Context: an optimization exercise on an open-source flow, tuned for small area. The choices shown serve that exercise and are no tape-out recipe. Only simulation tests tie the RTL to the original design; equivalence was not proved. The clock cells of runs 4 to 6 come from the design's own scripts or RTL, not from TritonCTS. The clock input has no modelled driver; a real chip could not lean on it and would need a root buffer or a full tree. No activity file was given, so power comes from the tool's default toggle rates.

<file path="design/flow/design.v">
`timescale 1ns/1ps
module btn_debounce_pulse #(
    parameter integer CLK_HZ = 50_000_000,
    parameter integer DEBOUNCE_MS = 10
)(
    input  wire clk,
    input  wire rst,
    input  wire btn_raw_n,
    output wire press_pulse,
    output wire btn_stable,
    output wire btn_stable_next      
);
    reg sync_ff1, sync_ff2, sync_prev;
    always @(posedge clk) begin
        sync_ff1  <= ~(btn_raw_n | rst);
        sync_ff2  <= sync_ff1 & ~rst;
        sync_prev <= sync_ff2;
    end
    wire change = sync_ff2 ^ sync_prev;
    reg [18:0] cnt;
    always @(posedge clk)
        cnt <= change ? 19'h5b694 : ~{cnt[17:0], ~(cnt[18] ^ cnt[5])};
    wire fire = ~change & (cnt == 19'h0);
    reg btn_filtered, btn_filtered_d;
    assign btn_stable_next = ~rst & (fire ? sync_prev : btn_filtered);
    always @(posedge clk) begin
        btn_filtered   <= btn_stable_next;
        btn_filtered_d <= btn_filtered;
    end
    assign btn_stable  = btn_filtered;
    assign press_pulse = btn_filtered & ~btn_filtered_d;
endmodule
`timescale 1ns/1ps
module vending_machine(
    input  wire clk,
    input  wire rst,
    input  wire resetBtn_n,
    input  wire nickelBtn_n,
    input  wire dimeBtn_n,
    input  wire quarterBtn_n,
    output wire dispenseLed,
    output wire changeLed,
    output wire [6:0] segOut,
    output wire [5:0] digitSel
);
    wire resetPulse, resetLevel, resetLevelNext;
    wire nickelPulse, dimePulse, quarterPulse;
    wire nickelLevel, dimeLevel, quarterLevel;
    wire nickelNext, dimeNext, quarterNext;
    btn_debounce_pulse debounceReset (.clk(clk), .rst(rst), .btn_raw_n(resetBtn_n),
        .press_pulse(resetPulse), .btn_stable(resetLevel), .btn_stable_next(resetLevelNext));
    btn_debounce_pulse debounceNickel (.clk(clk), .rst(rst), .btn_raw_n(nickelBtn_n),
        .press_pulse(nickelPulse), .btn_stable(nickelLevel), .btn_stable_next(nickelNext));
    btn_debounce_pulse debounceDime (.clk(clk), .rst(rst), .btn_raw_n(dimeBtn_n),
        .press_pulse(dimePulse), .btn_stable(dimeLevel), .btn_stable_next(dimeNext));
    btn_debounce_pulse debounceQuarter (.clk(clk), .rst(rst), .btn_raw_n(quarterBtn_n),
        .press_pulse(quarterPulse), .btn_stable(quarterLevel), .btn_stable_next(quarterNext));
    reg  [3:0] tensR;
    reg        fiveR;
    reg  [2:0] onesR;
    wire [7:0] totalNext;
    wire       clr = rst | resetLevel | resetLevelNext;
    vm_total totalLogic (
        .x0(onesR[0]), .x1(onesR[1]), .x2(onesR[2]), .x3(fiveR),
        .x4(tensR[0]), .x5(tensR[1]), .x6(tensR[2]), .x7(tensR[3]),
        .x8(nickelPulse), .x9(dimePulse), .x10(quarterPulse), .x11(clr), .x12(activeDigit),
        .z0(totalNext[0]), .z1(totalNext[1]), .z2(totalNext[2]), .z3(totalNext[3]),
        .z4(totalNext[4]), .z5(totalNext[5]), .z6(totalNext[6]), .z7(totalNext[7]),
        .z8(segOut[0]), .z9(segOut[1]), .z10(segOut[2]), .z11(segOut[3]),
        .z12(segOut[4]), .z13(segOut[5]), .z14(segOut[6]), .z15(dispenseLed), .z16(changeLed));
    always @(posedge clk)
        {tensR, fiveR, onesR} <= totalNext;
    reg [14:0] muxCounter;
    reg activeDigit;
    wire muxWrap = (muxCounter == 15'h0);
    wire muxClear = rst | muxWrap;
    always @(posedge clk) begin
        muxCounter  <= muxClear ? 15'h3a52 : ~{muxCounter[13:0], ~(muxCounter[14] ^ muxCounter[0])};
        activeDigit <= ~rst & (activeDigit ^ muxWrap);
    end
    assign digitSel = activeDigit ? 6'b101111 : 6'b011111;
endmodule
module vm_total ( 
    x0, x1, x2, x3, x4, x5, x6, x7, x8, x9, x10, x11, x12,
    z0, z1, z2, z3, z4, z5, z6, z7, z8, z9, z10, z11, z12, z13,
    z14, z15, z16  );
  input  x0, x1, x2, x3, x4, x5, x6, x7, x8, x9, x10, x11, x12;
  output z0, z1, z2, z3, z4, z5, z6, z7, z8, z9, z10, z11, z12, z13,
    z14, z15, z16;
  wire new_n31, new_n32, new_n33, new_n34, new_n35, new_n36, new_n37,
    new_n38, new_n39, new_n40, new_n41, new_n42, new_n43, new_n44, new_n45,
    new_n46, new_n47, new_n48, new_n49, new_n50, new_n51, new_n52, new_n53,
    new_n54, new_n55, new_n56, new_n57, new_n59, new_n60, new_n61, new_n62,
    new_n63, new_n64, new_n65, new_n66, new_n67, new_n68, new_n69, new_n70,
    new_n71, new_n72, new_n73, new_n74, new_n75, new_n77, new_n79, new_n80,
    new_n81, new_n82, new_n84, new_n85, new_n86, new_n87, new_n88, new_n89,
    new_n90, new_n91, new_n93, new_n95, new_n96, new_n97, new_n98, new_n99,
    new_n101, new_n103, new_n104, new_n105, new_n106, new_n107, new_n108,
    new_n109, new_n110, new_n111, new_n112, new_n113, new_n114, new_n115,
    new_n116, new_n117, new_n119, new_n120, new_n121, new_n122, new_n123,
    new_n124, new_n125, new_n126, new_n127, new_n129, new_n132, new_n133,
    new_n135, new_n136, new_n139, new_n141, new_n142, new_n143, new_n144;
  assign new_n31 = ~x0 & ~x1;
  assign new_n32 = x2 & ~new_n31;
  assign new_n33 = ~x4 & ~x5;
  assign new_n34 = x0 & x1;
  assign new_n35 = ~x2 & ~new_n34;
  assign new_n36 = x3 & ~new_n35;
  assign new_n37 = new_n33 & ~new_n36;
  assign new_n38 = x6 & x7;
  assign new_n39 = ~new_n37 & new_n38;
  assign new_n40 = ~new_n32 & ~new_n39;
  assign new_n41 = ~x11 & new_n40;
  assign new_n42 = x5 & x7;
  assign new_n43 = ~x8 & new_n42;
  assign new_n44 = ~new_n38 & ~new_n43;
  assign new_n45 = ~x9 & x10;
  assign new_n46 = ~x8 & ~new_n45;
  assign new_n47 = ~x9 & new_n46;
  assign new_n48 = x3 & x4;
  assign new_n49 = x5 & x9;
  assign new_n50 = ~new_n48 & new_n49;
  assign new_n51 = ~new_n47 & ~new_n50;
  assign new_n52 = ~new_n44 & new_n51;
  assign new_n53 = ~new_n35 & new_n52;
  assign new_n54 = new_n41 & ~new_n53;
  assign new_n55 = x0 & ~new_n54;
  assign new_n56 = new_n41 & new_n53;
  assign new_n57 = ~x0 & ~new_n56;
  assign z0 = ~new_n55 & ~new_n57;
  assign new_n59 = ~x3 & ~new_n46;
  assign new_n60 = ~new_n47 & ~new_n59;
  assign new_n61 = ~x4 & ~new_n60;
  assign new_n62 = x4 & new_n60;
  assign new_n63 = ~new_n61 & ~new_n62;
  assign new_n64 = ~x8 & new_n45;
  assign new_n65 = new_n48 & new_n64;
  assign new_n66 = ~new_n62 & ~new_n64;
  assign new_n67 = ~new_n65 & ~new_n66;
  assign new_n68 = x5 & new_n67;
  assign new_n69 = ~x5 & ~new_n67;
  assign new_n70 = ~new_n68 & ~new_n69;
  assign new_n71 = ~new_n63 & ~new_n70;
  assign new_n72 = new_n52 & ~new_n71;
  assign new_n73 = ~x1 & ~new_n72;
  assign new_n74 = x1 & new_n72;
  assign new_n75 = new_n54 & ~new_n74;
  assign z1 = ~new_n73 & new_n75;
  assign new_n77 = ~x2 & ~new_n74;
  assign z2 = new_n54 & ~new_n77;
  assign new_n79 = x3 & new_n46;
  assign new_n80 = ~new_n59 & ~new_n79;
  assign new_n81 = ~new_n54 & ~new_n80;
  assign new_n82 = ~new_n56 & new_n80;
  assign z3 = ~new_n81 & ~new_n82;
  assign new_n84 = x3 & ~x9;
  assign new_n85 = ~x3 & x9;
  assign new_n86 = ~new_n84 & ~new_n85;
  assign new_n87 = ~new_n35 & new_n86;
  assign new_n88 = new_n72 & ~new_n87;
  assign new_n89 = new_n63 & ~new_n88;
  assign new_n90 = ~new_n63 & new_n88;
  assign new_n91 = ~new_n89 & ~new_n90;
  assign z4 = new_n41 & ~new_n91;
  assign new_n93 = new_n41 & new_n70;
  assign z5 = ~new_n90 & new_n93;
  assign new_n95 = new_n54 & ~new_n72;
  assign new_n96 = ~new_n65 & ~new_n68;
  assign new_n97 = x6 & ~new_n96;
  assign new_n98 = ~x6 & new_n96;
  assign new_n99 = ~new_n97 & ~new_n98;
  assign z6 = new_n95 & new_n99;
  assign new_n101 = ~x7 & ~new_n97;
  assign z7 = new_n95 & ~new_n101;
  assign new_n103 = ~x5 & x12;
  assign new_n104 = ~x1 & ~x12;
  assign new_n105 = ~new_n103 & ~new_n104;
  assign new_n106 = x3 & ~x12;
  assign new_n107 = x0 & new_n106;
  assign new_n108 = new_n40 & ~new_n107;
  assign new_n109 = ~x4 & x12;
  assign new_n110 = ~x0 & ~x3;
  assign new_n111 = ~x12 & new_n110;
  assign new_n112 = ~new_n109 & ~new_n111;
  assign new_n113 = ~x6 & x7;
  assign new_n114 = new_n103 & new_n113;
  assign new_n115 = x2 & ~x12;
  assign new_n116 = ~new_n114 & ~new_n115;
  assign new_n117 = ~new_n112 & new_n116;
  assign z12 = new_n108 & ~new_n117;
  assign new_n119 = x7 & x12;
  assign new_n120 = ~x2 & new_n106;
  assign new_n121 = ~new_n119 & ~new_n120;
  assign new_n122 = new_n105 & ~new_n109;
  assign new_n123 = ~new_n121 & ~new_n122;
  assign new_n124 = new_n108 & ~new_n123;
  assign new_n125 = ~x2 & new_n104;
  assign new_n126 = ~new_n103 & ~new_n125;
  assign new_n127 = new_n121 & new_n126;
  assign z14 = new_n124 & ~new_n127;
  assign new_n129 = new_n112 & ~z14;
  assign z11 = z12 & ~new_n129;
  assign z8 = ~new_n105 & z11;
  assign new_n132 = ~x4 & new_n103;
  assign new_n133 = new_n123 & ~new_n132;
  assign z9 = new_n40 & new_n133;
  assign new_n135 = ~x0 & new_n104;
  assign new_n136 = ~new_n132 & ~new_n135;
  assign z13 = new_n124 & new_n136;
  assign z10 = ~new_n112 & z13;
  assign new_n139 = ~x6 & ~x7;
  assign z15 = new_n40 & ~new_n139;
  assign new_n141 = ~x2 & ~x3;
  assign new_n142 = ~x7 & new_n141;
  assign new_n143 = new_n31 & new_n33;
  assign new_n144 = new_n142 & new_n143;
  assign z16 = z15 & ~new_n144;
endmodule
</file>
<file path="design/flow/flow/run.sh">
#!/bin/bash
# Own layout flow: the standard flow (standard.sh) with three changes.
#  1. Synthesis: the standard flow's synthesis script (flow/synth.tcl) with ORFS's adder extraction skipped
#     and ABC run with an area-oriented script (flow/area.abc) instead of the speed script.
#     Registers come from the same dfflibmap step, so their names and cells are unchanged.
#  2. CTS without dummy loads, with clkbuf_4 buffers and sink clusters of up to 30.
#  3. Port buffers are buf_1 cells.
# Each tool's full output goes to the ORFS logs under orfs/logs; make's own output to flow_make.log.
set -euo pipefail
W=$(pwd)
export AREA_ABC_SCRIPT="$W/flow/area.abc"
bash standard.sh \
  "SYNTH_SCRIPT=$W/flow/synth.tcl" \
  "CTS_ARGS=-sink_clustering_enable -repair_clock_nets -dont_use_dummy_load -buf_list sky130_fd_sc_hd__clkbuf_8 -sink_clustering_size 40 -distance_between_buffers 200 -wire_unit 60" \
  "BUFFER_PORTS_ARGS=-buffer_cell sky130_fd_sc_hd__buf_1" \
  finish > "$W/flow_make.log" 2>&1
</file>
<file path="design/flow/flow/area.abc">
strash
dch -f
amap -F 3 -A 10
topo
</file>
<file path="design/flow/flow/synth.tcl">
proc synth {args} { yosys synth -nofsm -noshare {*}$args }
proc extract_fa {args} { puts "extract_fa skipped" }
proc abc {args} {
  set i [lsearch -exact $args -script]
  if {$i >= 0} { set args [lreplace $args $i [expr {$i+1}] -script $::env(AREA_ABC_SCRIPT)] }
  set j [lsearch -exact $args -D]
  if {$j >= 0} { set args [lreplace $args $j [expr {$j+1}]] }
  yosys abc {*}$args
}
source $::env(SCRIPTS_DIR)/synth.tcl
# left out here: clear keep_hierarchy, flatten, clean up, hide names made inside functions, write 1_2_yosys.v
</file>
<file path="design/flow/standard.sh">
#!/bin/bash
# synth_recipe.tcl (not shown) runs the flow's synth.tcl, then flattens the netlist and writes it again
# the make line also repeats each setting of config.mk as NAME=value (left out here)
make -C /OpenROAD-flow-scripts/flow DESIGN_CONFIG=/design/flow/config.mk WORK_HOME=/design/flow/orfs CLKGATE_MAP_FILE= SYNTH_SCRIPT=/design/flow/synth_recipe.tcl "${@:-finish}"
</file>
<file path="design/flow/config.mk">
export PLATFORM = sky130hd
export DESIGN_NAME = vending_machine
export DESIGN_NICKNAME = vending_machine
export VERILOG_FILES = /design/flow/design.v
export SDC_FILE = /design/flow/constraint.sdc
export NUM_CORES = 4
export LEC_CHECK = 0
export CAP_MARGIN = 20
export CORE_MARGIN = 2
export CORE_UTILIZATION = 40
export SLEW_MARGIN = 20
</file>
<file path="design/flow/constraint.sdc">
create_clock -name core_clock -period 10.0 [get_ports {clk}]
set_input_delay 2.0000 -clock core_clock [delete_from_list [all_inputs] [get_ports {clk}]]
set_output_delay 2.0000 -clock core_clock [all_outputs]
set_load 0.01 [all_outputs]
</file>
==> results of run 1 <==
-- how the worst max path moves through the flow --
stage	from	end	slack (ps)	depth (start not counted)
after floorplan	fiveR	segOut[3]	6330	8
after global placement	fiveR	segOut[3]	6220	8
after detailed placement	onesR[2]	segOut[2]	6100	8
after CTS	onesR[2]	segOut[2]	5620	8
after global routing	onesR[2]	segOut[2]	5340	8
final	onesR[2]	segOut[0]	5640	9
-- metrics by stage --
step	util	std cells	area [sq um]	setup slack [ps]	hold WS (ps)
after floorplan	-	388	3660	6330	338
after global placement	0.429	500	3760	6220	341
after detailed placement	0.429	500	3760	6100	343
after CTS	0.456	517	4000	5620	351
after global routing	0.456	517	4000	5340	355
final	0.456	517	4000	5640	349
-- power by group --
part / leakage, nW / switching, W / total (W) / internal (W)
clock network: 0.122 / 0.000147 / 0.000296 / 0.000149
logic: 0.468 / 0.0000405 / 0.0000668 / 0.0000263
registers: 0.990 / 0.0000315 / 0.000565 / 0.000533
total: 1.58 / 0.000219 / 0.000928 / 0.000708
-- flip-flops by register name (all words and copies together) (netlist names), 3 cells and up --
| name | count |
|---|---|
| debounceReset.cnt | 19 |
| debounceQuarter.cnt | 19 |
| debounceNickel.cnt | 19 |
| tensR | 4 |
| onesR | 3 |
| muxCounter | 15 |
| debounceDime.cnt | 19 |
-- metal layers --
metal	global-route usage	vias to the layer above
met3	0.0534	13
met2	0.204	41
met1	0.172	1119
met5	0	-
li1	-	1315
met4	0.0917	0
-- cell usage in the layout (no fill, tap or decap), drive strengths merged, types with 7 or more instances in the layout --
cell type    n
a211oi       8
nor2b        7
dfxtp      119
nor4        21
clkinv      21
nand2       60
nor2        78
o21ai       11
a21oi       17
nor3         8
clkbuf      17
buf         16
-- cell type report --
class	instances	area (sq um)
Fill cell	850	4770
Sequential cell	119	2380
Multi-Input combinational cell	236	1110
Clock buffer	17	234
Tap cell	108	135
Inverter	21	78.8
Timing Repair Buffer	16	60.1
-- logic make-up (layout without fill, tap and decap cells) --
kind of cell,Yosys count,count (layout),synth area share
simple gates,184,184,0.219
buf+inv,33,54,0.0463
compound gates,48,48,0.0803
other cells,1,4,0.00103
flops,119,119,0.653
-- critical path: cells and delay by family, from the launching register on --
kind	cells	cell delay, ps
buffers and inverters	1	150
DFF	1	380
AOI/OAI and AO/OA	6	1110
and+or+nand+nor	2	290
==> metrics.md, run 1 <==
| Metric | Value |
|---|---|
| Outcome | no timing/DRC/antenna violations |
| Share of the yosys chip area belonging to registers | 0.653 |
| Routed length per instance | 11.5 um |
| Layout cells sized above 1 | 0.0416 |
| Crit path cell chain | a21oi_1 -> o21ai_0 -> a31oi_1 -> o31ai_1 -> nor2b_1 -> o21a_1 -> o21ai_0 -> nor2_1 -> buf_1 |
| Post-synth EDFFs | 0 |
| Crit-path slowest cell | dfxtp_1 |
| Synthesized instance count | 385 |
| Max cap viols | 0 |
| TNS Setup | 0 ps |
| Synth top area cells | dfxtp_1, nor2_1, nand2_1, nor4_1, buf_4 |
| Post-synth top area share | 0.653 |
| Num CTS Buffers | 17 |
| CP max FO | 6 |
| CP startpoint kind | register |
| Setup Viol. Count Final | 0 |
| Initial drt markers | 73 |
| Cell Rows | 34 |
| Worst R2R Path Depth | 9 |
| CTS sink cnt | 119 |
| Crit path DAT | 2360 ps |
| Wl on met1 | 3050 um |
| Syn_area_per_cell | 9.47 sq um |
| Max VDD drop | 0.0848 mV |
| Reg-to-reg endpoint | tensR[3] |
| Layout Nets | 417 |
| Final period util | 0.436 |
| Clock transition at path regs | 70 ps |
| Met3 routed WL | 182 um |
| Area growth syn-to-layout | 9.61% |
| Core Area | 8760 sq um |
| R2R Path Start | debounceReset.sync_prev |
| Initial Util | 0.416 |
| ANT nets after route | 0 |
| Max Buffers Root-to-Sink | 2 |
| Vias per cell | 4.81 |
| Crit path required time | 8000 ps |
| Worst-Margin Slew | 806 ps |
| Die extent in x | 99.5 um |
| Max Clk Rate | 230 MHz |
| Distinct cells, synth | 28 |
| Most common cell in the netlist | dfxtp_1 |
| Syn. warnings | 2 |
| Routability Congestion | 0.896 |
| Setup Skew | 25.4 ps |
| Root Buffer | clkbuf_8 |
| Most used cell along the critical path | o21ai_0 |
| Dpl hpwl | 4130 um |
| Endpoints failing hold | 0 |
| Hold wc startpoint | debounceDime.btn_filtered |
| Detailed-route via count | 2488 |
| Kind of critical path | reg2out |
| Die height | 99.5 um |
| Sum of routed wire length over all layers | 5950 um |
| WHS Endpoint | debounceDime.btn_filtered_d |
| Synth cell count leaders | dfxtp_1, nor2_1, nand2_1 |
| Final worst path period need | 4360 ps |
| Worst min path class | reg2reg |
| Initial antenna violation count | 0 |
| Die area | 9890 sq um |
| Post-Syn Area | 3650 sq um |
| Number of diodes | 0 |
| Crit end category | primary output |
| Unrepaired setup endpoints after global routing | no |
| Reg-to-reg setup timing slack | 7180 ps |
| Total grt overflow | 0 |
| Met2 routed WL | 2590 um |
| CTS resizes | 0 |
| Synth Register Bits | 119 |
| Pwr Total | 0.000928 W |
| First-pass GRT wire length | 10800 um |
| H-tree depth | 4 |
| CP peak stage delay | 380 ps |
| I/O pin count | 21 |
| Hold buffer count at cts | 0 |
| Power Dens Cells | 232 nW/um^2 |
| FFs w/ async S/R, synth | 0 |
| TritonRoute pass-1 iters | 4 |
| CTS tree | built |
| Final routed DRC violation total | 0 |
| Yosys top cell by area | dfxtp_1 |
| Final Max Slew Viols | 0 |
| Post-CTS Setup Bufs | 0 |
| Worst skew pair latency | 420 ps |
| Leakage power total | 1.58 nW |
| Vias in the first global route | 2504 |
| Post-synth top flop | dfxtp_1 |
| Max transition margin | 0.463 |
| WHS Path Cells | 0 |
| # port buffers | 16 |
| Global-route usage over all layers | 0.140 |
| Highest routed layer | met4 |
| Largest net degree at the start of global routing | 17 |
==> inputs of run 2 (changes only) <==
--- a/design/flow/flow/run.sh
+++ b/design/flow/flow/run.sh
@@ -13,3 +13,3 @@
   "SYNTH_SCRIPT=$W/flow/synth.tcl" \
-  "CTS_ARGS=-sink_clustering_enable -repair_clock_nets -dont_use_dummy_load -buf_list sky130_fd_sc_hd__clkbuf_8 -sink_clustering_size 40 -distance_between_buffers 200 -wire_unit 60" \
+  "CTS_ARGS=-sink_clustering_enable -repair_clock_nets -dont_use_dummy_load -buf_list sky130_fd_sc_hd__clkbuf_8 -sink_clustering_size 30 -sink_clustering_max_diameter 200 -sink_clustering_levels 1" \
   "BUFFER_PORTS_ARGS=-buffer_cell sky130_fd_sc_hd__buf_1" \
==> run 2 against run 1 <==
Net effect:
- sequential power barely moved
- worst setup slack better by 13 ps
- routed wire length fell by 0.59%
- core utilization unchanged
- die area is the same
- sequential share of layout area unchanged
- critical path depth unchanged
- combinational power about the same
- synthesized cell count did not move
==> metrics.md, run 2 <==
| Metric | Value |
|---|---|
| Outcome | no timing/DRC/antenna violations |
| Yosys top cell by area | dfxtp_1 |
| Setup Viol. Count Final | 0 (unchanged) |
| Crit end category | primary output |
| Worst skew pair latency | 410 ps (about the same) |
| CTS tree | built |
| Unrepaired setup endpoints after global routing | no |
| Max transition margin | 0.462 (-0.000555) |
| I/O pin count | 21 (unchanged) |
| TritonRoute pass-1 iters | 4 (unchanged) |
| Commonest non-fill, non-tap cell in the layout | dfxtp_1 |
| Layout Nets | 417 (unchanged) |
| Final Max Slew Viols | 0 (unchanged) |
| Die height | 99.5 um (unchanged) |
| Number of diodes | 0 (unchanged) |
| # port buffers | 16 (unchanged) |
| Max Buffers Root-to-Sink | 2 (unchanged) |
| Post-Syn Area | 3650 sq um (unchanged) |
| Num CTS Buffers | 17 (unchanged) |
| CTS resizes | 0 (unchanged) |
| Core Area | 8760 sq um (unchanged) |
| Post-CTS Setup Bufs | 0 (unchanged) |
| Synthesized instance count | 385 (unchanged) |
| Sum of routed wire length over all layers | 5920 um (-0.59%) |
| Syn_area_per_cell | 9.47 sq um (unchanged) |
| Crit path required time | 8000 ps (about the same) |
| Leakage power total | 1.58 nW (unchanged) |
| ANT nets after route | 0 (unchanged) |
| Endpoints failing hold | 0 (unchanged) |
| Initial Util | 0.416 (unchanged) |
| Clock transition at path regs | 70 ps (about the same) |
| FFs w/ async S/R, synth | 0 (unchanged) |
| Post-synth EDFFs | 0 (unchanged) |
| Vias in the first global route | 2506 (+0.080%) |
| Largest net degree at the start of global routing | 17 (unchanged) |
| Filler cell count | 855 (+0.59%) |
| Die area | 9890 sq um (unchanged) |
| Final period util | 0.434 (-0.00125) |
| Initial drt markers | 67 (-8.2%) |
| Hold buffer count at cts | 0 (unchanged) |
| Setup Skew | 25.7 ps (+0.298 ps) |
| Worst min path class | reg2reg |
| Die extent in x | 99.5 um (unchanged) |
| Initial antenna violation count | 0 (unchanged) |
| Layout cells sized above 1 | 0.0416 (unchanged) |
| CTS sink cnt | 119 (unchanged) |
| Most common cell in the netlist | dfxtp_1 |
| Synth top area cells | dfxtp_1, nor2_1, nand2_1, nor4_1, buf_4 |
| TNS Setup | 0 ps (unchanged) |
| Synth Register Bits | 119 (unchanged) |
| Busiest grt layer | met2 |
| Met2 usage | 0.208 (+0.00416) |
| Worst-Margin Slew | 807 ps (+0.832 ps) |
| Most frequent cells in the layout | dfxtp_1, nor2_1, nand2_1, clkinv_1, nor4_1 |
| Worst R2R Path Depth | 9 (unchanged) |
| CP max FO | 6 (unchanged) |
| Synth cell count leaders | dfxtp_1, nor2_1, nand2_1 |
| Routability Congestion | 0.896 (unchanged) |
| Distinct cells, synth | 28 (unchanged) |
| Seq. cell area | 2380 sq um (unchanged) |
| Root Buffer | clkbuf_8 |
| Multi-input logic area | 1110 sq um (unchanged) |
| Kind of critical path | reg2out |
| Final routed DRC violation total | 0 (unchanged) |
| Max cap viols | 0 (unchanged) |
| CP startpoint kind | register |
| Power Dens Cells | 232 nW/um^2 (-0.19%) |
| Post-synth top area share | 0.653 (unchanged) |
| Finished Core Util | 0.456 (unchanged) |
| H-tree depth | 4 (unchanged) |
| Total grt overflow | 0 (unchanged) |
| Max VDD drop | 0.0758 mV (-11%) |
| Crit path DAT | 2340 ps (-20 ps) |
| Dpl hpwl | 4130 um (unchanged) |
| Grt met1 use | 0.171 (-0.00178) |
| First-pass GRT wire length | 10700 um (-0.57%) |
| Syn. warnings | 2 (unchanged) |
| WHS Path Cells | 0 (unchanged) |
| Global-route usage over all layers | 0.138 (-0.00208) |
| Post-synth top flop | dfxtp_1 |
| Cell Rows | 34 (unchanged) |
| Vias per cell | 4.81 (-0.12%) |
| Detailed-route via count | 2485 (-0.12%) |
| Final worst path period need | 4340 ps (-12.5 ps) |
| Share of the yosys chip area belonging to registers | 0.653 (unchanged) |
| Routed length per instance | 11.4 um (-0.59%) |
| Max Clk Rate | 230 MHz (+0.29%) |
| M3 GR Usage | 0.0534 (unchanged) |
| Area growth syn-to-layout | 9.61% (unchanged) |
-- run 2: cell counts in the layout (fill, tap and decap cells not counted) --
No cell type changed its count.
-- run 2: final timing paths --
| kind | startpoint | endpoint | slack (ps) |
|---|---|---|---|
| max | onesR[2] | segOut[0] | 5660 |
| max reg2reg | debounceReset.sync_ff2 | tensR[3] | 7140 |
| min reg2reg | debounceDime.btn_filtered | debounceDime.btn_filtered_d | 350 |
| min | debounceDime.btn_filtered | debounceDime.btn_filtered_d | 350 |
-- run 2: cell type report --
| type | instances | share of cell area |
|---|---|---|
| Clock buffer | 17 | 0.0585 |
| Tap cell | 108 | 0.0338 |
| Multi-Input combinational cell | 236 | 0.277 |
| Timing Repair Buffer | 16 | 0.0150 |
| Inverter | 21 | 0.0197 |
| Sequential cell | 119 | 0.596 |
-- run 2: layer usage --
| metal | vias up | share of wire |
|---|---|---|
| met4 | 0 | 0.014 |
| met3 | 8 | 0.035 |
| met1 | 1127 | 0.51 |
| met5 | - | 0 |
| li1 | 1314 | - |
| met2 | 36 | 0.44 |
-- run 2: metrics by stage --
step                      hold WS, ps  std cells  worst slack (ps)  total power (W)  instance area [sq um]
after floorplan                   338        388              6330         0.000628                   3660
after global placement            341        500              6220         0.000638                   3760
after detailed placement          343        500              6100         0.000642                   3760
after CTS                         350        517              5640         0.000940                   4000
after global routing              355        517              5350         0.000980                   4000
final                             350        517              5660         0.000926                   4000
-- run 2: logic make-up after synthesis --
kind of cell           share of synthesized area
AO/OA/AOI/OAI                             0.0803
buffers and inverters                     0.0463
flip-flops                                 0.653
other                                    0.00103
AND/OR/NAND/NOR                            0.219
-- run 2: worst max-delay path, stage by stage (launching register included) --
cell     delay [ps]
dfxtp_1         380
a21oi_1         240
o21ai_0         110
a31oi_1         340
o31ai_1         160
nor2b_1         180
o21a_1          160
o21ai_0         100
nor2_1          110
buf_1           150
-- run 2: power by group --
part           total [W]  internal [W]  switching (W)
Combinational  0.0000669     0.0000263      0.0000406
Sequential      0.000565      0.000533      0.0000314
Clock           0.000294      0.000149       0.000145
Total           0.000926      0.000708       0.000218
==> inputs of run 3 (changes only) <==
--- a/design/flow/flow/run.sh
+++ b/design/flow/flow/run.sh
@@ -13,3 +13,3 @@
   "SYNTH_SCRIPT=$W/flow/synth.tcl" \
-  "CTS_ARGS=-sink_clustering_enable -repair_clock_nets -dont_use_dummy_load -buf_list sky130_fd_sc_hd__clkbuf_8 -sink_clustering_size 30 -sink_clustering_max_diameter 200 -sink_clustering_levels 1" \
+  "CTS_ARGS=-sink_clustering_enable -repair_clock_nets -dont_use_dummy_load -buf_list sky130_fd_sc_hd__clkbuf_4 -sink_clustering_size 30" \
   "BUFFER_PORTS_ARGS=-buffer_cell sky130_fd_sc_hd__buf_1" \
==> run 3 against run 2 <==
Net effect:
- first-iteration DRC count shrank 4.5%
- final cell count did not move
- fmax is 1.7% lower
- still clean on timing, DRC and antenna
- clock power decreased by 28%
- worst setup slack worse by 77 ps
- clock-buffer cell count did not move
- worst hold slack better by 5.0 ps
- sequential power about the same
==> metrics.md, run 3 <==
| Metric | Value |
|---|---|
| Post-CTS Setup Bufs | 0 (unchanged) |
| Layout Nets | 417 (unchanged) |
| Setup Skew | 35.5 ps (+9.79 ps) |
| Root Buffer | clkbuf_4 |
| Power Dens Cells | 217 nW/um^2 (-6.5%) |
| Clock transition at path regs | 100 ps (+30 ps) |
| Synthesized instance count | 385 (unchanged) |
| Post-Syn Area | 3650 sq um (unchanged) |
| CTS tree | built |
| Most frequent cells in the layout | dfxtp_1, nor2_1, nand2_1, clkinv_1, nor4_1 |
| Num CTS Buffers | 17 (unchanged) |
| Cell Rows | 34 (unchanged) |
| Crit path cell chain | a21oi_1 -> o21ai_0 -> a31oi_1 -> o31ai_1 -> nor2b_1 -> o21a_1 -> o21ai_0 -> nor2_1 -> buf_1 |
| CTS resizes | 0 (unchanged) |
| CTS sink cnt | 119 (unchanged) |
| Distinct cells, synth | 28 (unchanged) |
| Syn_area_per_cell | 9.47 sq um (unchanged) |
| Wl on met1 | 3010 um (about the same) |
| Final worst path period need | 4420 ps (+76.9 ps) |
| FFs w/ async S/R, synth | 0 (unchanged) |
| Syn. warnings | 2 (unchanged) |
| # port buffers | 16 (unchanged) |
| Routed length per instance | 11.4 um (-0.19%) |
| TritonRoute pass-1 iters | 4 (unchanged) |
| Worst skew pair latency | 480 ps (+70 ps) |
| Hold buffer count at cts | 0 (unchanged) |
| Cell area after layout | 3890 sq um (-2.7%) |
| Synth top area cells | dfxtp_1, nor2_1, nand2_1, nor4_1, buf_4 |
| Number of diodes | 0 (unchanged) |
| Vias per cell | 4.82 (+0.32%) |
| Crit path DAT | 2420 ps (+80 ps) |
| First-pass GRT wire length | 10700 um (-0.45%) |
| Initial drt markers | 64 (-4.5%) |
| H-tree depth | 4 (unchanged) |
| Post-synth top flop | dfxtp_1 |
| Area growth syn-to-layout | 6.69% |
| Synth cell count leaders | dfxtp_1, nor2_1, nand2_1 |
| Crit-path slowest cell | dfxtp_1 |
| TNS Setup | 0 ps (unchanged) |
| Crit path required time | 8000 ps (about the same) |
| Post-synth EDFFs | 0 (unchanged) |
| Commonest non-fill, non-tap cell in the layout | dfxtp_1 |
| Core Area | 8760 sq um (unchanged) |
| Max VDD drop | 0.0664 mV (-12%) |
| Max Clk Rate | 226 MHz (-1.7%) |
| Synth Register Bits | 119 (unchanged) |
| I/O pin count | 21 (unchanged) |
| Dpl cell area | 3760 sq um (unchanged) |
| Highest routed layer | met4 |
| Outcome | no timing/DRC/antenna violations |
| WP buf/inv | 1 (unchanged) |
| Final period util | 0.442 (+0.00769) |
| Initial antenna violation count | 0 (unchanged) |
| Top Family by Delay on Critical Path | compound AO/OA/AOI/OAI gates |
| Final routed DRC violation total | 0 (unchanged) |
| Worst-Margin Slew | 808 ps (+1.89 ps) |
| ANT nets after route | 0 (unchanged) |
| Setup Viol. Count Final | 0 (unchanged) |
| Initial Util | 0.416 (unchanged) |
| Crit end category | primary output |
| CP max FO | 6 (unchanged) |
| Routability Congestion | 0.896 (unchanged) |
| Met2 routed WL | 2590 um (-0.99%) |
| Die height | 99.5 um (unchanged) |
| Dpl hpwl | 4130 um (unchanged) |
| Layout cells sized above 1 | 0.0416 (unchanged) |
| Worst min path class | reg2reg |
| Detailed-route via count | 2493 (+0.32%) |
| Total grt overflow | 0 (unchanged) |
| Die extent in x | 99.5 um (unchanged) |
| Max transition margin | 0.461 (-0.00126) |
| Yosys top cell by area | dfxtp_1 |
| Met3 routed WL | 192 um (-8.6%) |
| CP peak stage delay | 390 ps (about the same) |
| Global-route usage over all layers | 0.137 (-0.00119) |
| CP startpoint kind | register |
| Post-synth top area share | 0.653 (unchanged) |
| Most used cell along the critical path | o21ai_0 |
| Unrepaired setup endpoints after global routing | no |
| Max Buffers Root-to-Sink | 2 (unchanged) |
| Largest net degree at the start of global routing | 17 (unchanged) |
| Share of the yosys chip area belonging to registers | 0.653 (unchanged) |
| Die area | 9890 sq um (unchanged) |
| Leakage power total | 1.54 nW (-2.8%) |
| Max cap viols | 0 (unchanged) |
| Final Max Slew Viols | 0 (unchanged) |
| Finished Core Util | 0.444 (-0.0121) |
| Sum of routed wire length over all layers | 5910 um (-0.19%) |
| Endpoints failing hold | 0 (unchanged) |
| Kind of critical path | reg2out |
| Most common cell in the netlist | dfxtp_1 |
| Pwr Total | 0.000843 W (-9.0%) |
| Vias in the first global route | 2509 (+0.12%) |
## run 3: path summary, 6_finish.rpt
| kind | start | end | slack, ps | cells past startpoint |
|---|---|---|---|---|
| worst max register to register | debounceReset.sync_ff2 | tensR[3] | 7140 | 9 |
| worst max-delay path | onesR[2] | segOut[0] | 5580 | 9 |
| worst min-delay path | debounceNickel.btn_filtered | debounceNickel.btn_filtered_d | 350 | 0 |
| worst min register to register | debounceNickel.btn_filtered | debounceNickel.btn_filtered_d | 350 | 0 |
## run 3: cell type report
cell class / count / area [sq um]
Fill cell: 874 / 4870
Timing Repair Buffer: 16 / 60.1
Clock buffer: 17 / 128
Multi-Input combinational cell: 236 / 1110
Tap cell: 108 / 135
Sequential cell: 119 / 2380
Inverter: 21 / 78.8
## run 3: per-stage QoR
| stage | setup WS (ps) | hold WS, ps | cells |
|---|---|---|---|
| 2_1_floorplan | 6330 | 338 | 388 |
| 3_3_place_gp | 6220 | 341 | 500 |
| 3_5_place_dp | 6100 | 343 | 500 |
| 4_1_cts | 5550 | 346 | 517 |
| 5_1_grt | 5250 | 353 | 517 |
| 6_report | 5580 | 355 | 517 |
## run 3: where the power goes
part | leakage, nW | switching, W | total [W] | internal, W
logic | 0.468 | 0.0000407 | 0.0000669 | 0.0000263
registers | 0.990 | 0.0000316 | 0.000564 | 0.000532
clock network | 0.0782 | 0.000134 | 0.000212 | 0.0000778
## run 3: cells by family after synthesis
kind of cell    after synthesis  synth area share
simple gates                184             0.219
flops                       119             0.653
compound gates               48            0.0803
buf+inv                      33            0.0463
other cells                   1           0.00103
## run 3: per-layer routing
layer,vias to the layer above,global-route usage
li1,1317,-
met1,1128,0.169
met2,39,0.207
met3,9,0.0534
met4,0,0.0695
met5,-,0
==> inputs of run 4 (changes only) <==
--- a/design/flow/flow/run.sh
+++ b/design/flow/flow/run.sh
@@ -5,3 +5,4 @@
 #     Registers come from the same dfflibmap step, so their names and cells are unchanged.
-#  2. CTS without dummy loads, with clkbuf_4 buffers and sink clusters of up to 30.
+#  2. A hand-built two-level clock tree (flow/cts_pre.tcl, run as ORFS's PRE_CTS_TCL hook):
+#     CTS_K leaf buffers over equal groups of flip-flops, one root buffer.
 #  3. Port buffers are buf_1 cells.
@@ -11,5 +12,6 @@
 export AREA_ABC_SCRIPT="$W/flow/area.abc"
+export CTS_K=${CTS_K:-8} CTS_LEAF=${CTS_LEAF:-sky130_fd_sc_hd__clkbuf_8} CTS_ROOT=${CTS_ROOT:-sky130_fd_sc_hd__clkbuf_4}
 bash standard.sh \
   "SYNTH_SCRIPT=$W/flow/synth.tcl" \
-  "CTS_ARGS=-sink_clustering_enable -repair_clock_nets -dont_use_dummy_load -buf_list sky130_fd_sc_hd__clkbuf_4 -sink_clustering_size 30" \
+  "PRE_CTS_TCL=$W/flow/cts_pre.tcl" \
   "BUFFER_PORTS_ARGS=-buffer_cell sky130_fd_sc_hd__buf_1" \
==> design/flow/flow/cts_pre.tcl (new file) <==
# Hand-built clock tree, sourced by ORFS cts.tcl as its PRE_CTS_TCL hook: the flip-flops are split
# by recursive median bisection of their placed locations into CTS_K equal groups; each group
# gets a leaf buffer (CTS_LEAF) at its centroid, and one root buffer (CTS_ROOT) drives the leaves
# from the clk port. clock_tree_synthesis is then replaced by setting the clock propagated,
# and cts.tcl goes on as usual (legalisation, timing repair).
proc bisect {pts K} {
  if {$K <= 1} { return [list $pts] }
  set xs [lsort -integer [lmap p $pts {lindex $p 1}]]; set ys [lsort -integer [lmap p $pts {lindex $p 2}]]
  set dx [expr {[lindex $xs end]-[lindex $xs 0]}]; set dy [expr {[lindex $ys end]-[lindex $ys 0]}]
  set ax [expr {$dx >= $dy ? 1 : 2}]
  set sorted [lsort -integer -index $ax $pts]
  set K1 [expr {$K/2}]; set K2 [expr {$K-$K1}]
  set n1 [expr {int(round(double([llength $pts])*$K1/$K))}]
  return [concat [bisect [lrange $sorted 0 [expr {$n1-1}]] $K1] [bisect [lrange $sorted $n1 end] $K2]]
}
# manual clock tree: K equal clusters (recursive bisection of flop locations), each driven by a leaf buffer LEAF;
# leaves driven by one root buffer ROOT from the clk port.
proc manual_clock_tree {K LEAF ROOT} {
  set block [ord::get_db_block]
  set db [ord::get_db]
  set clknet [$block findNet clk]
  set sinks {}
  foreach it [$clknet getITerms] { lappend sinks $it }
  set n [llength $sinks]
  set idx {}
  set pts {}
  set i 0
  foreach it $sinks { set inst [$it getInst]; set bb [$inst getBBox]; lappend pts [list $i [expr {([$bb xMin]+[$bb xMax])/2}] [expr {([$bb yMin]+[$bb yMax])/2}]]; incr i }
  set groups [bisect $pts $K]
  set asg [lrepeat $n 0]
  set cent {}
  set k 0
  foreach g $groups {
    set sx 0; set sy 0
    foreach p $g { lset asg [lindex $p 0] $k; set sx [expr {$sx+[lindex $p 1]}]; set sy [expr {$sy+[lindex $p 2]}] }
    lappend cent [list [expr {int($sx/[llength $g])}] [expr {int($sy/[llength $g])}]]
    incr k
  }
  set rmaster [$db findMaster $ROOT]
  set lmaster [$db findMaster $LEAF]
  set root [odb::dbInst_create $block $rmaster "clkroot_buf"]
  set rnet [odb::dbNet_create $block "clknet_root"]
  $rnet setSigType CLOCK
  # root at centroid of all
  set sx 0; set sy 0; foreach c $cent { set sx [expr {$sx+[lindex $c 0]}]; set sy [expr {$sy+[lindex $c 1]}] }
  $root setLocation [expr {int($sx/$K)}] [expr {int($sy/$K)}]
  $root setPlacementStatus PLACED
  for {set k 0} {$k < $K} {incr k} {
    set inst [odb::dbInst_create $block $lmaster "clkleaf_buf_$k"]
    set net [odb::dbNet_create $block "clknet_leaf_$k"]
    $net setSigType CLOCK
    [$inst findITerm A] connect $rnet
    [$inst findITerm X] connect $net
    set c [lindex $cent $k]
    $inst setLocation [lindex $c 0] [lindex $c 1]
    $inst setPlacementStatus PLACED
    foreach it $sinks a $asg { if {$a == $k} { $it disconnect; $it connect $net } }
  }
  [$root findITerm A] connect $clknet
  [$root findITerm X] connect $rnet
}
manual_clock_tree $::env(CTS_K) $::env(CTS_LEAF) $::env(CTS_ROOT)
rename clock_tree_synthesis orig_clock_tree_synthesis
proc clock_tree_synthesis {args} {
  puts "clock tree built by cts_pre.tcl: $::env(CTS_K) x $::env(CTS_LEAF), root $::env(CTS_ROOT)"
  set_propagated_clock [all_clocks]
}
==> run 4 against run 3 <==
Net effect:
- still clean
- area after synthesis unchanged
- design area decreased by 0.26%
- routed wire length shrank 2.0%
- final cell count is 1.5% lower
- via count fell by 2.1%
- critical path type unchanged
==> metrics.md, run 4 <==
| Metric | Value |
|---|---|
| Worst setup margin | 5600 ps (+20.5 ps) |
| Internal Pwr Total | 0.000634 W (-0.35%) |
| Post-synth top area share | 0.653 (unchanged) |
| Filler cell count | 860 (-1.6%) |
| Yosys top cell by area | dfxtp_1 |
| Crit-path slowest cell | dfxtp_1 |
| Most used cell along the critical path | o21ai_0 |
| Synth cell count leaders | dfxtp_1, nor2_1, nand2_1 |
| Share of the yosys chip area belonging to registers | 0.653 (unchanged) |
| Area growth syn-to-layout | 6.42% |
| Max transition margin | 0.464 (+0.00335) |
| Largest net degree at the start of global routing | 16 (-1) |
| CP startpoint kind | register |
| ANT nets after route | 0 (unchanged) |
| Dpl cell area | 3760 sq um (unchanged) |
| Initial Util | 0.416 (unchanged) |
| Pwr Total | 0.000836 W (-0.78%) |
| Die area | 9890 sq um (unchanged) |
| Worst R2R Path Depth | 9 (unchanged) |
| Seq pwr share | 0.674 (+0.005) |
| Leakage power total | 1.52 nW (-1.0%) |
| WP buf/inv | 1 (unchanged) |
| Outcome | no timing/DRC/antenna violations |
| Unrepaired setup endpoints after global routing | no |
| Die extent in x | 99.5 um (unchanged) |
| CP max FO | 6 (unchanged) |
| Worst min path class | reg2reg |
| Most frequent cells in the layout | dfxtp_1, nor2_1, nand2_1, clkinv_1, nor4_1 |
| Post-CTS Setup Bufs | 0 (unchanged) |
| Endpoints failing hold | 0 (unchanged) |
| Kind of critical path | reg2out |
| TritonRoute pass-1 iters | 4 (unchanged) |
| Post-place setup slack | 6100 ps (unchanged) |
| Post-synth EDFFs | 0 (unchanged) |
| Final period util | 0.440 (-0.00205) |
| Final routed DRC violation total | 0 (unchanged) |
| Global-route usage over all layers | 0.121 (-0.0160) |
| FFs w/ async S/R, synth | 0 (unchanged) |
| Hold wc startpoint | debounceNickel.btn_filtered |
| Detailed-route via count | 2441 (-2.1%) |
| Commonest non-fill, non-tap cell in the layout | dfxtp_1 |
| Power Dens Cells | 215 nW/um^2 (-0.53%) |
| Layout Nets | 409 (-1.9%) |
| Total grt overflow | 0 (unchanged) |
| Distinct cells, synth | 28 (unchanged) |
| CP peak stage delay | 380 ps (about the same) |
| Setup Skew | 3.91 ps (-31.6 ps) |
| I/O pin count | 21 (unchanged) |
| Initial drt markers | 57 (-11%) |
| Sw frac | 0.242 (-0.00333) |
| Reg-to-reg endpoint | tensR[3] |
| Synth top area cells | dfxtp_1, nor2_1, nand2_1, nor4_1, buf_4 |
| Worst skew pair latency | 460 ps (-20 ps) |
| Clock transition at path regs | 90 ps (about the same) |
| Top Family by Delay on Critical Path | compound AO/OA/AOI/OAI gates |
| Vias in the first global route | 2450 (-2.4%) |
| Dpl hpwl | 4130 um (unchanged) |
| Clock power share | 0.246 (-0.006) |
| Post-synth top flop | dfxtp_1 |
| Crit path DAT | 2400 ps (-20 ps) |
| WHS Path Cells | 0 (unchanged) |
| Reg-to-reg setup timing slack | 7180 ps (+40 ps) |
| Synthesized instance count | 385 (unchanged) |
| Final Max Slew Viols | 0 (unchanged) |
| Sw power | 0.000202 W (-2.1%) |
| Syn_area_per_cell | 9.47 sq um (unchanged) |
| Worst-Margin Slew | 803 ps (-5.03 ps) |
| Layout cells sized above 1 | 0.0224 (-0.0191) |
| CTS resizes | 0 (unchanged) |
| Setup Viol. Count Final | 0 (unchanged) |
| Crit path cell chain | a21oi_1 -> o21ai_0 -> a31oi_1 -> o31ai_1 -> nor2b_1 -> o21a_1 -> o21ai_0 -> nor2_1 -> buf_1 |
| Die height | 99.5 um (unchanged) |
| Max Clk Rate | 227 MHz (+0.47%) |
| Hold buffer count at cts | 0 (unchanged) |
| Finished Core Util | 0.443 (-0.00114) |
| Cell Rows | 34 (unchanged) |
| Crit path required time | 8000 ps (about the same) |
| Initial antenna violation count | 0 (unchanged) |
| Synth Register Bits | 119 (unchanged) |
| Core Area | 8760 sq um (unchanged) |
| Routed length per instance | 11.4 um (-0.49%) |
| Number of diodes | 0 (unchanged) |
| TNS Setup | 0 ps (unchanged) |
| Routability Congestion | 0.896 (unchanged) |
| Vias per cell | 4.80 (-0.55%) |
| Max cap viols | 0 (unchanged) |
| Comb pwr share | 0.080 (about the same) |
| R2R Path Start | debounceReset.sync_prev |
| Syn. warnings | 2 (unchanged) |
| Max VDD drop | 0.0886 mV (+33%) |
| Cell area after layout | 3880 sq um (-0.26%) |
| First-pass GRT wire length | 10500 um (-1.7%) |
| Crit end category | primary output |
| Sum of routed wire length over all layers | 5790 um (-2.0%) |
| Final worst path period need | 4400 ps (-20.5 ps) |
| Post-Syn Area | 3650 sq um (unchanged) |
| Most common cell in the netlist | dfxtp_1 |
| WHS Endpoint | debounceNickel.btn_filtered_d |
| # port buffers | 16 (unchanged) |
==> run 4: through the flow <==
step / hold WS, ps / std cells
4_1_cts: 353 / 509
3_5_place_dp: 343 / 500
5_1_grt: 363 / 509
3_3_place_gp: 341 / 500
2_1_floorplan: 338 / 388
6_report: 358 / 509
==> run 4: kinds of logic (layout without fill, tap and decap cells) <==
kind of cell | count (synthesis) | after routing | share of synthesized area
and+or+nand+nor | 184 | 184 | 0.219
other | 1 | 4 | 0.00103
AOI/OAI and AO/OA | 48 | 48 | 0.0803
buffers and inverters | 33 | 46 | 0.0463
DFF | 119 | 119 | 0.653
==> run 4: area by class of cell <==
type | instances | area [sq um] | area share
plain buffers | 9 | 118 | 0.0303
well taps | 108 | 135 | 0.0348
flip-flops and latches | 119 | 2380 | 0.614
repair buffers | 16 | 60.1 | 0.0155
inverters | 21 | 78.8 | 0.0203
multi-input cells | 236 | 1110 | 0.285
==> run 4: worst max-delay path by stage <==
stage,start,end,slack [ps],cells after the start
after floorplan,fiveR,segOut[3],6330,8
after global placement,fiveR,segOut[3],6220,8
after detailed placement,onesR[2],segOut[2],6100,8
after CTS,onesR[2],segOut[2],5590,8
after global routing,onesR[2],segOut[2],5320,8
final,onesR[2],segOut[0],5600,9
==> run 4: per-layer routing <==
layer	GRT usage	vias up	routed length (um)
li1	-	1292	-
met3	0.0112	12	175
met2	0.203	37	2480
met1	0.168	1100	2960
met5	0	-	0
met4	0.0295	0	168
==> run 4: power groups by stage <==
stage	Combinational, W	Sequential, W	Clock [W]
2_1_floorplan	0.0000613	0.000567	0
3_3_place_gp	0.0000649	0.000573	0
3_5_place_dp	0.0000680	0.000574	0
4_1_cts	0.0000683	0.000564	0.000217
5_1_grt	0.0000786	0.000573	0.000232
6_report	0.0000667	0.000563	0.000206
==> inputs of run 5 (changes only) <==
--- a/design/flow/flow/run.sh
+++ b/design/flow/flow/run.sh
@@ -12,3 +12,3 @@
 export AREA_ABC_SCRIPT="$W/flow/area.abc"
-export CTS_K=${CTS_K:-8} CTS_LEAF=${CTS_LEAF:-sky130_fd_sc_hd__clkbuf_8} CTS_ROOT=${CTS_ROOT:-sky130_fd_sc_hd__clkbuf_4}
+export CTS_K=${CTS_K:-10} CTS_LEAF=${CTS_LEAF:-sky130_fd_sc_hd__clkbuf_4} CTS_ROOT=${CTS_ROOT:-sky130_fd_sc_hd__clkbuf_4}
 bash standard.sh \
==> run 5 against run 4 <==
Net effect:
- clock skew rose by 4.9 ps
- combinational power barely moved
- first-iteration DRC count rose by 12%
- sequential share of layout area rose by 0.56 points
- clock power fell by 12%
- via count rose by 0.53%
- worst hold slack improved by 3.6 ps
- sequential power barely moved
- largest power group unchanged
==> metrics.md, run 5 <==
| Metric | Value |
|---|---|
| Outcome | no timing/DRC/antenna violations |
| Cell area after layout | 3840 sq um (-0.90%) |
| I/O pin count | 21 (unchanged) |
| Final routed DRC violation total | 0 (unchanged) |
| Grt met1 use | 0.170 (+0.00223) |
| Die extent in x | 99.5 um (unchanged) |
| Synth top area cells | dfxtp_1, nor2_1, nand2_1, nor4_1, buf_4 |
| Area growth syn-to-layout | 5.46% |
| Crit end category | primary output |
| WHS Endpoint | debounceNickel.btn_filtered_d |
| CP startpoint kind | register |
| WHS Path Cells | 0 (unchanged) |
| Commonest non-fill, non-tap cell in the layout | dfxtp_1 |
| Hold wc startpoint | debounceNickel.btn_filtered |
| CTS resizes | 0 (unchanged) |
| Worst R2R Path Depth | 9 (unchanged) |
| Global-route usage over all layers | 0.121 (+0.000891) |
| Largest net degree at the start of global routing | 16 (unchanged) |
| Worst min path class | reg2reg |
| Worst skew pair latency | 450 ps (about the same) |
| Most common cell in the netlist | dfxtp_1 |
| Distinct cells, synth | 28 (unchanged) |
| Routed length per instance | 11.5 um (+1.2%) |
| Die height | 99.5 um (unchanged) |
| Pwr Total | 0.000812 W (-2.8%) |
| Final Max Slew Viols | 0 (unchanged) |
| ANT nets after route | 0 (unchanged) |
| Syn_area_per_cell | 9.47 sq um (unchanged) |
| Busiest grt layer | met2 |
| Layout cells sized above 1 | 0.0273 (+0.00485) |
| Worst-Margin Slew | 797 ps (-6.78 ps) |
| M3 GR Usage | 0.0148 (+0.00351) |
| WP buf/inv | 1 (unchanged) |
| Post-synth top area share | 0.653 (unchanged) |
| Vias per cell | 4.80 (+0.14%) |
| Max transition margin | 0.469 (+0.00452) |
| Post-Syn Area | 3650 sq um (unchanged) |
| Final worst path period need | 4410 ps (+6.07 ps) |
| Vias in the first global route | 2450 (unchanged) |
| Max Clk Rate | 227 MHz (-0.14%) |
| Dpl cell area | 3760 sq um (unchanged) |
| TNS Setup | 0 ps (unchanged) |
| Max cap viols | 0 (unchanged) |
| Number of diodes | 0 (unchanged) |
| Yosys top cell by area | dfxtp_1 |
| Final period util | 0.441 (+0.000607) |
| Top Family by Delay on Critical Path | compound AO/OA/AOI/OAI gates |
| Syn. warnings | 2 (unchanged) |
| Post-synth EDFFs | 0 (unchanged) |
| Initial Util | 0.416 (unchanged) |
| Crit path cell chain | a21oi_1 -> o21ai_0 -> a31oi_1 -> o31ai_1 -> nor2b_1 -> o311ai_0 -> nor2_1 -> buf_1 |
| Post-synth top flop | dfxtp_1 |
| Sum of routed wire length over all layers | 5880 um (+1.6%) |
| Dpl hpwl | 4130 um (unchanged) |
| Post-CTS Setup Bufs | 0 (unchanged) |
| Leakage power total | 1.51 nW (-0.76%) |
| Clock transition at path regs | 120 ps (+30 ps) |
| Reg-to-reg setup timing slack | 7170 ps (about the same) |
| Detailed-route via count | 2454 (+0.53%) |
| Hold buffer count at cts | 0 (unchanged) |
| Crit-path slowest cell | dfxtp_1 |
| Initial drt markers | 64 (+12%) |
| Routability Congestion | 0.896 (unchanged) |
| Max VDD drop | 0.0783 mV (-12%) |
| Setup Viol. Count Final | 0 (unchanged) |
| Share of the yosys chip area belonging to registers | 0.653 (unchanged) |
| Most frequent cells in the layout | dfxtp_1, nor2_1, nand2_1, clkinv_1, nor4_1 |
| Cell Rows | 34 (unchanged) |
| # port buffers | 16 (unchanged) |
| CP max FO | 6 (unchanged) |
| R2R Path Start | debounceReset.sync_prev |
| Kind of critical path | reg2out |
| Total grt overflow | 0 (unchanged) |
| Synthesized instance count | 385 (unchanged) |
| Crit path required time | 8000 ps (about the same) |
| Reg-to-reg endpoint | tensR[3] |
| FFs w/ async S/R, synth | 0 (unchanged) |
| Endpoints failing hold | 0 (unchanged) |
| Unrepaired setup endpoints after global routing | no |
| Met2 usage | 0.202 (-0.00104) |
| Synth cell count leaders | dfxtp_1, nor2_1, nand2_1 |
| First-pass GRT wire length | 10600 um (+0.53%) |
| Layout Nets | 411 (+0.49%) |
| Synth Register Bits | 119 (unchanged) |
| Die area | 9890 sq um (unchanged) |
| TritonRoute pass-1 iters | 4 (unchanged) |
| Crit path DAT | 2410 ps (about the same) |
| Setup Skew | 8.83 ps (+4.92 ps) |
| CP peak stage delay | 400 ps (+20 ps) |
| Power Dens Cells | 211 nW/um^2 (-1.9%) |
| Initial antenna violation count | 0 (unchanged) |
| Core Area | 8760 sq um (unchanged) |
run 5: cell counts after synthesis:
No cell type changed its count.
run 5: layout make-up:
cell class | instances | area, sq um
flip-flops and latches | 119 | 2380
fillers | 867 | 4920
multi-input cells | 236 | 1110
repair buffers | 16 | 60.1
inverters | 21 | 78.8
well taps | 108 | 135
plain buffers | 11 | 82.6
run 5: metrics by stage:
stage          hold WS, ps  setup slack [ps]  utilization  cells
2_1_floorplan          338              6330            -    388
3_3_place_gp           341              6220        0.429    500
3_5_place_dp           343              6100        0.429    500
4_1_cts                362              5560        0.439    511
5_1_grt                375              5280        0.439    511
6_report               362              5590        0.439    511
run 5: cells by family after synthesis:
group           count (synthesis)  synth area share
simple gates                  184             0.219
flops                         119             0.653
compound gates                 48            0.0803
buf+inv                        33            0.0463
other cells                     1           0.00103
run 5: worst max path at each step:
| stage | depth (start not counted) | slack, ps | endpoint | startpoint |
|---|---|---|---|---|
| after global placement | 8 | 6220 | segOut[3] | fiveR |
| after floorplan | 8 | 6330 | segOut[3] | fiveR |
| final | 8 | 5590 | segOut[2] | onesR[2] |
| after CTS | 8 | 5560 | segOut[2] | onesR[2] |
| after global routing | 8 | 5280 | segOut[2] | onesR[2] |
| after detailed placement | 8 | 6100 | segOut[2] | onesR[2] |
run 5: worst register-to-register path, stage by stage, from the launching register on:
cell,delay [ps]
dfxtp_1,370
nor2_1,50
a21oi_1,570
clkinv_1,510
a32oi_1,300
nor2_1,70
nor3_1,160
nand2_1,130
or2_0,360
a211oi_1,240
run 5: metal layers:
| metal | vias to the layer above | share of wire |
|---|---|---|
| met5 | - | 0 |
| met4 | 0 | 0.018 |
| met3 | 8 | 0.034 |
| met2 | 35 | 0.44 |
| met1 | 1101 | 0.51 |
| li1 | 1310 | - |
run 5: report_power, final:
group          switching, W   total, W  internal (W)
combinational     0.0000407  0.0000670     0.0000263
sequential        0.0000315   0.000564      0.000532
clock              0.000131   0.000182     0.0000511
==> inputs of run 6 (changes only) <==
--- a/design/flow/flow/run.sh
+++ b/design/flow/flow/run.sh
@@ -12,3 +12,3 @@
 export AREA_ABC_SCRIPT="$W/flow/area.abc"
-export CTS_K=${CTS_K:-10} CTS_LEAF=${CTS_LEAF:-sky130_fd_sc_hd__clkbuf_4} CTS_ROOT=${CTS_ROOT:-sky130_fd_sc_hd__clkbuf_4}
+export CTS_K=${CTS_K:-6} CTS_LEAF=${CTS_LEAF:-sky130_fd_sc_hd__clkbuf_8} CTS_ROOT=${CTS_ROOT:-sky130_fd_sc_hd__clkbuf_4}
 bash standard.sh \
==> run 6 against run 5 <==
Net effect:
- synthesized cell count stayed put
- largest power group unchanged
- area after synthesis unchanged
- largest cell class unchanged
- die area did not move
- design area increased by 0.20%
- clock power about the same
- critical endpoint is now segOut[0]
==> metrics.md, run 6 <==
| Metric | Value |
|---|---|
| Worst skew pair latency | 420 ps (-30 ps) |
| Dpl hpwl | 4130 um (unchanged) |
| CP peak stage delay | 390 ps (about the same) |
| Area growth syn-to-layout | 5.66% |
| Initial Util | 0.416 (unchanged) |
| TNS Setup | 0 ps (unchanged) |
| Filler cell count | 868 (+0.12%) |
| Leakage power total | 1.51 nW (-0.19%) |
| Commonest non-fill, non-tap cell in the layout | dfxtp_1 |
| Initial drt markers | 61 (-4.7%) |
| Seq. cell area | 2380 sq um (unchanged) |
| Worst-Margin Slew | 813 ps (+16.0 ps) |
| Crit path DAT | 2370 ps (-40 ps) |
| Syn. warnings | 2 (unchanged) |
| Crit-path slowest cell | dfxtp_1 |
| Outcome | no timing/DRC/antenna violations |
| Core Area | 8760 sq um (unchanged) |
| Clock transition at path regs | 110 ps (about the same) |
| Vias per cell | 4.81 (about the same) |
| Synth Register Bits | 119 (unchanged) |
| Final Max Slew Viols | 0 (unchanged) |
| Total grt overflow | 0 (unchanged) |
| Kind of critical path | reg2out |
| CTS resizes | 0 (unchanged) |
| Number of diodes | 0 (unchanged) |
| Max transition margin | 0.458 (-0.0106) |
| Power Dens Cells | 212 nW/um^2 (+0.14%) |
| CP max FO | 6 (unchanged) |
| Setup Skew | 6.10 ps (-2.72 ps) |
| Cell Rows | 34 (unchanged) |
| Most frequent cells in the layout | dfxtp_1, nor2_1, nand2_1, clkinv_1, nor4_1 |
| Worst min path class | reg2reg |
| Post-synth top flop | dfxtp_1 |
| Reg-to-reg setup timing slack | 7160 ps (about the same) |
| Post-synth EDFFs | 0 (unchanged) |
| Share of the yosys chip area belonging to registers | 0.653 (unchanged) |
| Setup Viol. Count Final | 0 (unchanged) |
| Sum of routed wire length over all layers | 5760 um (-2.0%) |
| Endpoints failing hold | 0 (unchanged) |
| Die area | 9890 sq um (unchanged) |
| Routability Congestion | 0.896 (unchanged) |
| Crit end category | primary output |
| Final period util | 0.437 (-0.00318) |
| Die extent in x | 99.5 um (unchanged) |
| Distinct cells, synth | 28 (unchanged) |
| Pwr Total | 0.000815 W (+0.33%) |
| Hold buffer count at cts | 0 (unchanged) |
| Final worst path period need | 4370 ps (-31.9 ps) |
| Yosys top cell by area | dfxtp_1 |
| Layout Nets | 407 (-0.97%) |
| Post-synth top area share | 0.653 (unchanged) |
| Synth cell count leaders | dfxtp_1, nor2_1, nand2_1 |
| Unrepaired setup endpoints after global routing | no |
| # port buffers | 16 (unchanged) |
| Post-Syn Area | 3650 sq um (unchanged) |
| Multi-input logic area | 1110 sq um (unchanged) |
| Max cap viols | 0 (unchanged) |
| Layout cells sized above 1 | 0.0175 (-0.00975) |
| Detailed-route via count | 2437 (-0.69%) |
| Die height | 99.5 um (unchanged) |
| Most common cell in the netlist | dfxtp_1 |
| TritonRoute pass-1 iters | 4 (unchanged) |
| Synthesized instance count | 385 (unchanged) |
| Global-route usage over all layers | 0.120 (-0.00134) |
| Routed length per instance | 11.4 um (-1.2%) |
| I/O pin count | 21 (unchanged) |
| Placed cells | 500 (unchanged) |
| Vias in the first global route | 2429 (-0.86%) |
| First-pass GRT wire length | 10400 um (-1.1%) |
| Largest net degree at the start of global routing | 21 (+5) |
| Non-Filler Instances | 507 (-0.78%) |
| Syn_area_per_cell | 9.47 sq um (unchanged) |
| Max Clk Rate | 229 MHz (+0.73%) |
| Most used cell along the critical path | o21ai_0 |
| Synth top area cells | dfxtp_1, nor2_1, nand2_1, nor4_1, buf_4 |
| Final routed DRC violation total | 0 (unchanged) |
| Crit path required time | 8000 ps (about the same) |
| Initial antenna violation count | 0 (unchanged) |
| FFs w/ async S/R, synth | 0 (unchanged) |
| ANT nets after route | 0 (unchanged) |
| Crit path cell chain | a21oi_1 -> o21ai_0 -> a31oi_1 -> o31ai_1 -> nor2b_1 -> o21a_1 -> o21ai_0 -> nor2_1 -> buf_1 |
| Max VDD drop | 0.0919 mV (+17%) |
| CP startpoint kind | register |
| Post-CTS Setup Bufs | 0 (unchanged) |
==> run 6: stage by stage <==
| step | cell area [sq um] | hold slack (ps) | setup WS, ps | utilization |
|---|---|---|---|---|
| final | 3850 | 359 | 5630 | 0.440 |
| after global routing | 3850 | 375 | 5310 | 0.440 |
| after CTS | 3850 | 362 | 5600 | 0.440 |
| after detailed placement | 3760 | 343 | 6100 | 0.429 |
| after global placement | 3760 | 341 | 6220 | 0.429 |
| after floorplan | 3660 | 338 | 6330 | - |
==> run 6: critical path: cells and delay by family (launching register included) <==
family,cells,cell delay [ps]
AOI/OAI and AO/OA,6,1110
DFF,1,390
and+or+nand+nor,2,290
buffers and inverters,1,150
==> run 6: cell type report <==
cell class	count	area share
Inverter	21	0.0205
Tap cell	108	0.0351
Sequential cell	119	0.618
Buffer	7	0.0234
Multi-Input combinational cell	236	0.287
Timing Repair Buffer	16	0.0156
==> run 6: power breakdown <==
| part | total [W] | internal (W) | switching [W] |
|---|---|---|---|
| combinational | 0.0000667 | 0.0000263 | 0.0000404 |
| sequential | 0.000564 | 0.000532 | 0.0000316 |
| clock | 0.000185 | 0.0000591 | 0.000126 |
==> run 6: worst paths after layout <==
kind,startpoint,endpoint,cells after the start
max reg2reg,debounceReset.sync_ff2,tensR[3],9
max,onesR[2],segOut[0],9
min reg2reg,debounceNickel.btn_filtered,debounceNickel.btn_filtered_d,0
min,debounceNickel.btn_filtered,debounceNickel.btn_filtered_d,0
==> run 6: cells by family (layout without fill, tap and decap cells) <==
logic type             Yosys count  after routing  synth area share
DFF                            119            119             0.653
and+or+nand+nor                184            184             0.219
other                            1              4           0.00103
buffers and inverters           33             44            0.0463
AOI/OAI and AO/OA               48             48            0.0803
==> run 6: layer usage <==
metal  part of all wire  track usage
met1               0.51        0.166
met2               0.44        0.207
met3              0.033       0.0148
met4              0.018       0.0190
met5                  0            0

==> afterwards: timing with drivers on the ports <==
No port has a modelled driver above. Below, the same layouts with a new extraction and two added sets of constraints. Step 1 sets driving cells, clkbuf_16 on the clock port and buf_2 on the other inputs (assumed; they add their load-dependent delay and slew). Step 2 moves the port delays by t, midway between the first and last clock arrival at a register: inputs arrive t later, outputs are due t later. That takes back most of the time a late clock gives input paths. Slacks: ideal / step 1 / step 2; pairs: ideal / step 1.
run	shift t [ns]	slack for setup (ns)	latest minus earliest clock arrival (ns)	worst register clock-pin slew, ns	worst data-port slew with drivers (ns)
run 1	0.439	5.644 / 5.614 / 6.053	0.025 / 0.026	0.07 / 0.07	0.03
run 2	0.426	5.656 / 5.627 / 6.053	0.025 / 0.026	0.07 / 0.07	0.03
run 3	0.486	5.579 / 5.552 / 6.038	0.035 / 0.035	0.11 / 0.11	0.03
run 4	0.484	5.600 / 5.569 / 6.054	0.006 / 0.005	0.09 / 0.09	0.03
run 5	0.477	5.594 / 5.566 / 6.043	0.009 / 0.009	0.12 / 0.12	0.03
run 6	0.447	5.626 / 5.598 / 6.045	0.008 / 0.008	0.11 / 0.11	0.03
After both steps setup and hold are still met in every run listed.
